What follows belongs to an exercise in optimizing a design on an open flow for small area, a short achievable clock period and few clock cycles; a production flow would make more cautious choices.
No functional check of the RTL was part of any run shown here.

==> flow/design.v, too long to show whole: its modules and the start of the top module <==
// module fa1: 4 lines
// module ha1: 4 lines
// module fft8_top: 563 lines
module fft8_top #(
parameter N= 8,
parameter WIDTH= 12,
parameter FRACTION = 8
)(
input  wire clk,
input  wire rst,
input  wire start,
input  wire load,
input  wire [$clog2(N)-1:0] load_addr,
input  wire signed [WIDTH-1:0] data_in_re,
input  wire signed [WIDTH-1:0] data_in_im,
input  wire [$clog2(N)-1:0] out_addr,
output reg  done,
output reg  signed [WIDTH-1:0] data_out_re,
output reg  signed [WIDTH-1:0] data_out_im
);
  // ...
==> flow/flow/run.sh <==
#!/bin/bash
# Standard layout (the standard.sh: standard synthesis, floorplan, place,
# CTS, route, finish), with the timing repair asked to leave 7.6 ns of setup
# slack at the design's clock period.  The constraints are unchanged.
set -euo pipefail
bash standard.sh SETUP_SLACK_MARGIN=7.6 finish > standard_flow.log 2>&1
==> flow/standard.sh <==
#!/bin/bash
# synth_recipe.tcl (not shown) runs the flow's synth.tcl, then flattens the netlist and writes it again
# the make line also repeats each setting of config.mk as NAME=value (left out here)
make -C /OpenROAD-flow-scripts/flow DESIGN_CONFIG=/design/flow/config.mk WORK_HOME=/design/flow/orfs CLKGATE_MAP_FILE= SYNTH_SCRIPT=/design/flow/synth_recipe.tcl "${@:-finish}"
==> flow/config.mk <==
export PLATFORM = sky130hd
export DESIGN_NAME = fft8_top
export DESIGN_NICKNAME = fft8_top
export VERILOG_FILES = /design/flow/design.v
export SDC_FILE = /design/flow/constraint.sdc
export NUM_CORES = 4
export LEC_CHECK = 0
export ABC_AREA = 1
export CAP_MARGIN = 20
export CORE_MARGIN = 2
export CORE_UTILIZATION = 35
export SLEW_MARGIN = 20
export SYNTH_HIERARCHICAL = 1
export SYNTH_MINIMUM_KEEP_SIZE = 0
==> flow/constraint.sdc <==
create_clock -name core_clock -period 15.0 [get_ports {clk}]
set_input_delay 3.0000 -clock core_clock [delete_from_list [all_inputs] [get_ports {clk}]]
set_output_delay 3.0000 -clock core_clock [all_outputs]
set_load 0.01 [all_outputs]
==> metrics.md, run 1 <==
| Metric | Value |
|---|---|
| Status | `finished clean` |
| Clock tree buffer depth | `3` |
| GR Layer Usage met3 | `2.76%` |
| Top class by area | `multi-input combinational cells` |
| Metal2 WL | `28000 µm` |
| Most frequent cell after synthesis | `fa_1` |
| First-pass DRT Iterations | `5` |
| Design Area, Final | `about 23000 µm²` |
| ClkCell Share | `3.48%` |
| Crit Path Category | `primary input to output port` |
| Max-cap violations | `0` |
| Post-CTS setup buffers | `22` |
| Layout cells sized above 1 | `between 10% and 20%` |
| Seq cells post-synth | `211` |
| Crit-path max FO | `20` |
| Worst Setup SP | `out_addr[2]` |
| Via density | `a little under 5` |
| Placer Congestion | `0.894` |
| Rel. slew slack | `40.8%` |
| Period utilization | `50.8%` |
| Final setup violation count | `0` |
| Largest registers | `acc x192, pend x16` |
| Synthesized cell area | `19800 µm²` |
| Final Skew | `0.0105 ns` |
| Number of global-route vias before repair | `15500` |
==> inputs of run 2 (changes only) <==
--- a/flow/design.v
+++ b/flow/design.v
@@ -1,12 +1,30 @@
 module fa1 (input wire a, input wire b, input wire c, output wire s, output wire co);
     assign s  = a ^ b ^ c;
     assign co = (a & b) | (c & (a ^ b));
 endmodule
+module omux8 (input wire d0, input wire d1, input wire d2, input wire d3,
+              input wire d4, input wire d5, input wire d6, input wire d7,
+              input wire [2:0] s, output wire y);
+    reg r;
+    always @(*) begin
+        case (s)
+            3'd0: r = d0;
+            3'd1: r = d1;
+            3'd2: r = d2;
+            3'd3: r = d3;
+            3'd4: r = d4;
+            3'd5: r = d5;
+            3'd6: r = d6;
+            default: r = d7;
+        endcase
+    end
+    assign y = r;
+endmodule
 module ha1 (input wire a, input wire b, output wire s, output wire co);
     assign s  = a ^ b;
     assign co = a & b;
 endmodule
 module fft8_top #(
 parameter N= 8,
 parameter WIDTH= 12,
 parameter FRACTION = 8
@@ -551,21 +569,18 @@
 end
 wire [11:0] rw [12:15];
 genvar gk;
 generate for (gk = 12; gk < 16; gk = gk + 1) begin : rs
     wire [5:0] c = {pend[gk] & (&acc[gk][10:6]), pend[gk] & (&acc[gk][9:6]), pend[gk] & (&acc[gk][8:6]),
                     pend[gk] & (&acc[gk][7:6]), pend[gk] & acc[gk][6], pend[gk]};
     assign rw[gk] = {acc[gk][11:6] ^ c, acc[gk][5:0]};
 end endgenerate
+wire [11:0] ore, oim;
+omux8 OR_ [11:0] (.d0(acc[0]), .d1(acc[8]),  .d2(acc[2]), .d3(rw[14]),
+                  .d4(acc[4]), .d5(acc[10]), .d6(acc[6]), .d7(rw[12]), .s(out_addr), .y(ore));
+omux8 OI_ [11:0] (.d0(acc[1]), .d1(acc[9]),  .d2(acc[3]), .d3(rw[15]),
+                  .d4(acc[5]), .d5(acc[11]), .d6(acc[7]), .d7(rw[13]), .s(out_addr), .y(oim));
 always @(*) begin
-    case (out_addr)
-        3'd0: begin data_out_re = acc[0];  data_out_im = acc[1];  end
-        3'd1: begin data_out_re = acc[8];  data_out_im = acc[9];  end
-        3'd2: begin data_out_re = acc[2];  data_out_im = acc[3];  end
-        3'd3: begin data_out_re = rw[14];  data_out_im = rw[15];  end
-        3'd4: begin data_out_re = acc[4];  data_out_im = acc[5];  end
-        3'd5: begin data_out_re = acc[10]; data_out_im = acc[11]; end
-        3'd6: begin data_out_re = acc[6];  data_out_im = acc[7];  end
-        default: begin data_out_re = rw[12];  data_out_im = rw[13];  end
-    endcase
+    data_out_re = ore;
+    data_out_im = oim;
 end
 endmodule
==> flow/flow/run.sh (replaced) <==
#!/bin/bash
# Standard layout (the standard.sh: standard synthesis, floorplan, place,
# CTS, route, finish), with the timing repair asked to leave 7.75 ns of setup
# slack at the design's clock period.  The constraints are unchanged.
set -euo pipefail
bash standard.sh SETUP_SLACK_MARGIN=7.75 finish > standard_flow.log 2>&1
==> metrics.md, run 2 <==
| Metric | Value |
|---|---|
| Slew Limit Fails | `0` |
| Mux cell area share after synthesis | `5.02%` |
| Crit Path Category | `primary input to output port` |
| Via count | `15500` |
| Synth Area in XOR/XNOR | `7.65%` |
| Die area | `60900 µm²` |
| Most frequent cells in the layout | `nand2_1, inv_1, fa_1, nor2_1, dfxtp_1` |
| Setup_tns | `0 ns` |
| Reg2reg setup slack | `7.95 ns` |
| Synth Area in Adders | `36.4%` |
| RSZ-0062 raised after global routing | `true` |
| Number of flip-flops under the largest register name | `approximately 190` |
| Area growth syn-to-layout | `14.9%` |
| TritonCTS clock tree | `yes` |
| First-pass GRT wire length | `approximately 92000 µm` |
| Number of global-route vias before repair | `16600 (+7.0%)` |
| Min-Delay Path Class | `register to register` |
| Max-cap violations | `0 (unchanged)` |
| Diode count | `0` |
| Wire length per cell | `17.8 µm` |
| Seq cells post-synth | `211 (unchanged)` |
| Number of synthesized flops with an enable pin | `0` |
| Most frequent cell after synthesis | `nand2_1` |
| Clk sinks | `211` |
| Status | `finished clean` |
| Clk root buf | `clkbuf_16` |
| Tot GR Track Use | `approximately 19%` |
| Capture point of the worst path | `data_out_im[8]` |
| Pin count of the biggest net entering global routing | `84` |
| Starting density of the core | `35.6%` |
| Synthesized cell area | `20600 µm² (+4.2%)` |
| Post-synthesis async set-or-reset flop share | `1.42%` |
| Post-layout min period | `7.30 ns` |
| Top post-synthesis cells by area | `fa_1, dfxtp_1, nand2_1` |
| RR Startpoint | `acc[10][7]` |
| Share of the synthesized area in the top cell type | `33.2%` |
| Non-filler instance count after layout | `3240` |
| Critical path launch point type | `primary input` |
| Worst Setup SP | `out_addr[0]` |
| WP depth | `7` |
| Critical-path cell list | `buf_16 -> buf_16 -> nand2_1 -> nand3_1 -> nand3_1 -> nand2_1 -> clkdlybuf4s50_1` |
| Largest registers | `acc x192, pend x16` |
| Final hold vios | `0` |
| Worst EP arrival | `4.30 ns` |
| Std-Cell Rows | `88` |
| First-pass DRT Iterations | `5 (unchanged)` |
| Number of DRC markers in iteration 0 | `between 1000 and 1500` |
| Final setup violation count | `0 (unchanged)` |
| R2r endpoint | `acc[13][11]` |
| Ports | `59` |
| Chip width | `~250 µm` |
| Nets | `between 2000 and 3000` |
| Cell family with most CP delay | `buffers and inverters` |
| FMAX | `~140 MHz` |
| Synth warn | `9` |
| Worst-path clk slew | `0.06 ns` |
| Buffers & Inverters on Critical Path | `3` |
| Post-synthesis compound-gate area fraction | `3.22%` |
| Largest family of logic cells by synthesized area | `adder cells` |
| Final Skew | `0.0229 ns (+0.0124 ns)` |
| Worst-margin pin slew | `0.998 ns` |
| Initial antenna violation count | `0` |
| Max incr delay on CP | `about 0.56 ns` |
| Final Routed Wirelength | `between 50000 and 60000 µm` |
| Dpl hpwl | `approximately 44000 µm` |
| Post-DRT Antenna Nets | `0` |
| Core area | `57900 µm²` |
| CP required | `around 12 ns` |
| Period utilization | `48.6% (-2.2 points)` |
| GRT overflow | `0` |
| Clk latency of the worst-skew pair | `about 0.55 ns` |
| Layout cells sized above 1 | `11.3% (-1.4 points)` |
| Crit. End Element | `output port` |
| Port Buffers | `58` |
| Clock tree buffer depth | `3 (unchanged)` |
| Placer Congestion | `0.864 (-3.4%)` |
| H-tree levels | `1` |
| Die height | `247 µm` |
| Avg Cell Area, Syn | `8.61 µm²` |
| Post-synth top area cell | `fa_1` |
| R2r worst-path depth | `23` |
| Post-synthesis sequential area ratio | `20.6%` |
| CTS Buf Count | `25` |
| DRC violations left | `0` |
| Synth top cells by count | `nand2_1, inv_1, fa_1` |
| Post-Syn Instances | `2395` |
| Biggest register | `acc` |
| Worst path slowest cell | `clkdlybuf4s50_1` |
| Top FF cell, synth | `dfxtp_1` |
| Placed Instances | `3164` |
| Via density | `4.79 (-2.5%)` |
| Fraction of the mapped netlist area in simple logic gates | `17.8%` |
| Crit-path max FO | `23 (+15%)` |
| Rel. slew slack | `33.3% (-7.5 points)` |
| Synth unique cells | `36` |
| Most common cell after layout, fill and taps aside | `nand2_1` |
==> run 2: cells by family (layout without fill, tap and decap cells) <==
family	after synthesis	after routing
muxes	92	92
DFF	211	211
AOI/OAI and AO/OA	125	125
xor gates and xnor gates	180	180
buffers and inverters	485	557
adders and majority gates	394	394
and+or+nand+nor	906	906
other	2	10
==> run 2: area by class of cell <==
type / count / area (µm²)
well taps: 765 / 957
multi-input cells: 1707 / 14800
clock inverters: 5 / 57.6
repair inverters: 2 / 17.5
clock buffers: 37 / 701
repair buffers: 104 / 1340
inverters: 409 / 1580
fillers: 5770 / 34200
flip-flops and latches: 211 / 4260
==> run 2: Yosys stat by module, one instance, submodules excluded <==
module    flops+latches  times used  cells inside  area [µm²]
ha1                   0          10             1        12.5
omux8                 0          24            18        75.1
fa1                   0         340             1        20.0
fft8_top            211           1          1613       11900
==> run 2: metal layers <==
metal	global-route usage [%]	vias to the layer above	share of wire, %
li1	-	7336	-
met3	1.83	90	3.9
met2	34.6	393	51
met4	5.63	0	3.4
met5	0	-	0
met1	24.8	7708	42
==> run 2: stage by stage <==
step | util, % | setup slack, ns | hold WS (ns) | instance area [µm²]
CTS | 40.1 | 7.62 | 0.472 | 23200
global placement | 37.8 | 6.36 | 0.453 | 21900
finish | 40.9 | 7.70 | 0.486 | 23700
global route | 40.9 | 7.60 | 0.506 | 23700
floorplan | - | 8.23 | 0.420 | 20600
detailed placement | 37.8 | 6.22 | 0.462 | 21900
==> run 2: how the worst min path moves through the flow <==
stage / to / slack (ns) / cells after the start / from
global route: fresh / 0.51 / 2 / fresh
floorplan: done / 0.42 / 0 / ph1
finish: fresh / 0.49 / 2 / fresh
detailed placement: fresh / 0.46 / 2 / fresh
CTS: fresh / 0.47 / 2 / fresh
global placement: fresh / 0.45 / 2 / fresh
==> run 2: repair_timing <==
item,4_1_cts,5_1_grt
setup buffers,2,18
gates resized for setup,73,73
gates cloned,10,4
hold buffers,0,0
pin swaps,3,13
endpoints found under the setup margin,80,39
==> run 2: worst min-delay path, stage by stage (launching register included) <==
cell	delay, ns
dfstp_2	0.37
inv_1	0.05
o21bai_1	0.06

-- separate check: timing with driven ports --
No port has a modelled driver above. Below, the same layouts with a new extraction and two added sets of constraints. Step 1, drivers: a clkbuf_16 drives clk and a buf_2 each remaining input, both assumed. Step 2, shift: input delay + t, output delay - t, t = (earliest + latest rising clock arrival at the registers) / 2. This alone moves slack from input paths to output paths. a / b / c = ideal / step 1 / step 2; a / b = the first two.
run	t, ns	slack for setup (ns)	clock arrival spread, ns	cell pins on the clock port's net
run 1	0.580	7.380 / 7.300 / 7.158	0.010 / 0.010	1
run 2	0.597	7.703 / 7.579 / 7.282	0.023 / 0.023	1
After both steps setup and hold are still met in every run listed. For run 2, which loses most, drivers alone change the setup slack by -0.124 ns; drivers and shift together by -0.421 ns.
